Background: an optimization exercise with open tools, aiming at small area. Do not read the settings as production practice.
No activity file was given, so power comes from the tool's default toggle rates.

## RainbowRGB
module RainbowRGB
(input CLK
,input RST
,input BTN
,output[7:0]LED
,output[2:0]RGB
);
clock: 10.0 ns
lec_check: 0
cap_margin: 20
core_margin: 2
core_utilization: 40
slew_margin: 20
standard.sh (not shown) runs the stock make flow with config.mk's settings and CLKGATE_MAP_FILE= SYNTH_SCRIPT=/design/flow/synth_recipe.tcl, a recipe that flattens the netlist after the stock synthesis.
==> flow/flow/run.sh <==
#!/bin/bash
D=$(pwd)
bash standard.sh "SYNTH_SCRIPT=$D/flow/synth.tcl" 'ADDER_MAP_FILE=' 'BUFFER_PORTS_ARGS=-buffer_cell sky130_fd_sc_hd__buf_1' 'CTS_ARGS=-sink_clustering_enable -repair_clock_nets -sink_clustering_size 50 -sink_clustering_max_diameter 1000 -sink_buffer_max_cap_derate 1.0 -buf_list {sky130_fd_sc_hd__clkbuf_8 sky130_fd_sc_hd__clkbuf_16} -root_buf sky130_fd_sc_hd__clkbuf_8 -dont_use_dummy_load' finish > standard.log 2>&1
==> flow/flow/synth.tcl <==
proc synth {args} { yosys synth -nofsm -noshare {*}$args }
# The standard synthesis (synth_recipe.tcl), with abc given a different script.
proc abc {args} {
  set out {}
  set skip 0
  foreach a $args {
    if {$skip} { set skip 0; lappend out {+strash;dc2;dch -f;map -a;topo}; continue }
    if {$a eq "-script"} { set skip 1 }
    lappend out $a
  }
  yosys abc {*}$out
}
source $::env(SCRIPTS_DIR)/synth.tcl
# left out here: clear keep_hierarchy, flatten, clean up, hide names made inside functions, write 1_2_yosys.v
The starting point went through all stages and came out clean.
==> next run, changes <==
==> flow/flow/run.sh (replaced) <==
#!/bin/bash
D=$(pwd)
bash standard.sh "SYNTH_SCRIPT=$D/flow/synth.tcl" 'ADDER_MAP_FILE=' 'BUFFER_PORTS_ARGS=-buffer_cell sky130_fd_sc_hd__buf_1' 'CTS_ARGS=-sink_clustering_enable -repair_clock_nets -sink_clustering_size 40 -sink_clustering_max_diameter 200 -buf_list {sky130_fd_sc_hd__clkbuf_4 sky130_fd_sc_hd__clkbuf_8} -dont_use_dummy_load' finish > standard.log 2>&1
Result: Maximum frequency is unchanged. Worst setup slack does not change. Design area is unchanged. Clock power hardly moves. Core utilization does not change. Via count stays the same.
==> next run, changes <==
==> flow/flow/run.sh (replaced) <==
#!/bin/bash
D=$(pwd)
bash standard.sh "SYNTH_SCRIPT=$D/flow/synth.tcl" 'ADDER_MAP_FILE=' 'BUFFER_PORTS_ARGS=-buffer_cell sky130_fd_sc_hd__buf_1' 'CTS_ARGS=-repair_clock_nets -buf_list {sky130_fd_sc_hd__clkbuf_16} -root_buf sky130_fd_sc_hd__clkbuf_16 -dont_use_dummy_load' finish > standard.log 2>&1
The changed run completed with no timing, DRC or antenna violations.
Synthesized cell count is unchanged.
Total power goes up by 19%.
Sequential cell count stays the same.
Setup slack loses 0.021 ns.
Global-route usage hardly moves.
Cell count is unchanged.
==> next run, changes <==
==> flow/flow/run.sh (replaced) <==
#!/bin/bash
bash standard.sh 'ADDER_MAP_FILE=' 'BUFFER_PORTS_ARGS=-buffer_cell sky130_fd_sc_hd__buf_1' 'CTS_ARGS=-sink_clustering_enable -repair_clock_nets -sink_clustering_size 40 -sink_clustering_max_diameter 200 -buf_list sky130_fd_sc_hd__clkbuf_4 sky130_fd_sc_hd__clkbuf_8 -dont_use_dummy_load' finish > standard.log 2>&1
removed: flow/flow/synth.tcl
What happened: The new run ended with an error in clock tree synthesis (STA-0564); synthesized area increases by 18%; synthesized cell count decreases by 6.0%.
==> next run, changes <==
==> flow/flow/run.sh (replaced) <==
#!/bin/bash
bash standard.sh 'ADDER_MAP_FILE=' 'BUFFER_PORTS_ARGS=-buffer_cell sky130_fd_sc_hd__buf_1' finish > standard.log 2>&1
Effect:
- Now the flow passed the timing, design-rule and antenna checks
- synthesized area stays the same
- synthesized cell count does not change
==> next run, changes <==
==> flow/run.sh (new file) <==
#!/bin/bash
# synth_recipe.tcl (not shown) runs the flow's synth.tcl, then flattens the netlist and writes it again
# the make line also repeats each setting of config.mk as NAME=value (left out here)
make -C /OpenROAD-flow-scripts/flow DESIGN_CONFIG=/design/flow/config.mk WORK_HOME=/design/flow/orfs CLKGATE_MAP_FILE= SYNTH_SCRIPT=/design/flow/synth_recipe.tcl finish
Settings changed: ABC_AREA set to 1.
removed: flow/flow/run.sh
removed: flow/standard.sh
Via count grows by 28%.
Sequential share of layout area went down by 8.0 points.
Worst setup slack degrades by 0.13 ns.
Routed wire length goes up by 25%.
Total power climbs by 20%.
Synthesized area is higher by 15%.
Die area came out higher by 14%.
First-iteration DRC count decreases by 35%.
Combinational power came out higher by 56%.
Register-to-register slack improved by 0.50 ns.
Final cell count goes up by 37%.
No functional check of the RTL was part of any run of this note.

[separate check: timing with driven ports]
The flow's constraints put no driver on any port. The routed layouts listed below were extracted and timed again, unchanged, in two steps. Step 1, drivers: a clkbuf_16 drives CLK and a buf_2 each remaining input, both assumed. Step 2 also shifts input and output timing later by t, the mid clock arrival at the registers, as if the neighbouring blocks saw the same clock. a / b / c = no drivers / after step 1 / after step 2; a / b = the first two.
run | t (ns) | setup slack, ns | hold WS [ns] | clock arrival spread, ns | worst register clock-pin slew, ns
the first run | 0.300 | 5.611 / 5.587 / 5.887 | 0.403 / 0.403 / 0.403 | 0.012 / 0.012 | 0.07 / 0.07
the second run | 0.300 | 5.611 / 5.587 / 5.887 | 0.403 / 0.403 / 0.403 | 0.012 / 0.012 | 0.07 / 0.07
the third run | 0.299 | 5.590 / 5.561 / 5.861 | 0.401 / 0.401 / 0.401 | 0.008 / 0.007 | 0.06 / 0.06
the fifth run | 0.310 | 5.501 / 5.477 / 5.787 | 0.433 / 0.433 / 0.433 | 0.010 / 0.011 | 0.08 / 0.08
the sixth run | 0.316 | 5.373 / 5.346 / 5.662 | 0.412 / 0.412 / 0.412 | 0.010 / 0.010 | 0.08 / 0.08
After both steps setup and hold are still met in every run listed.
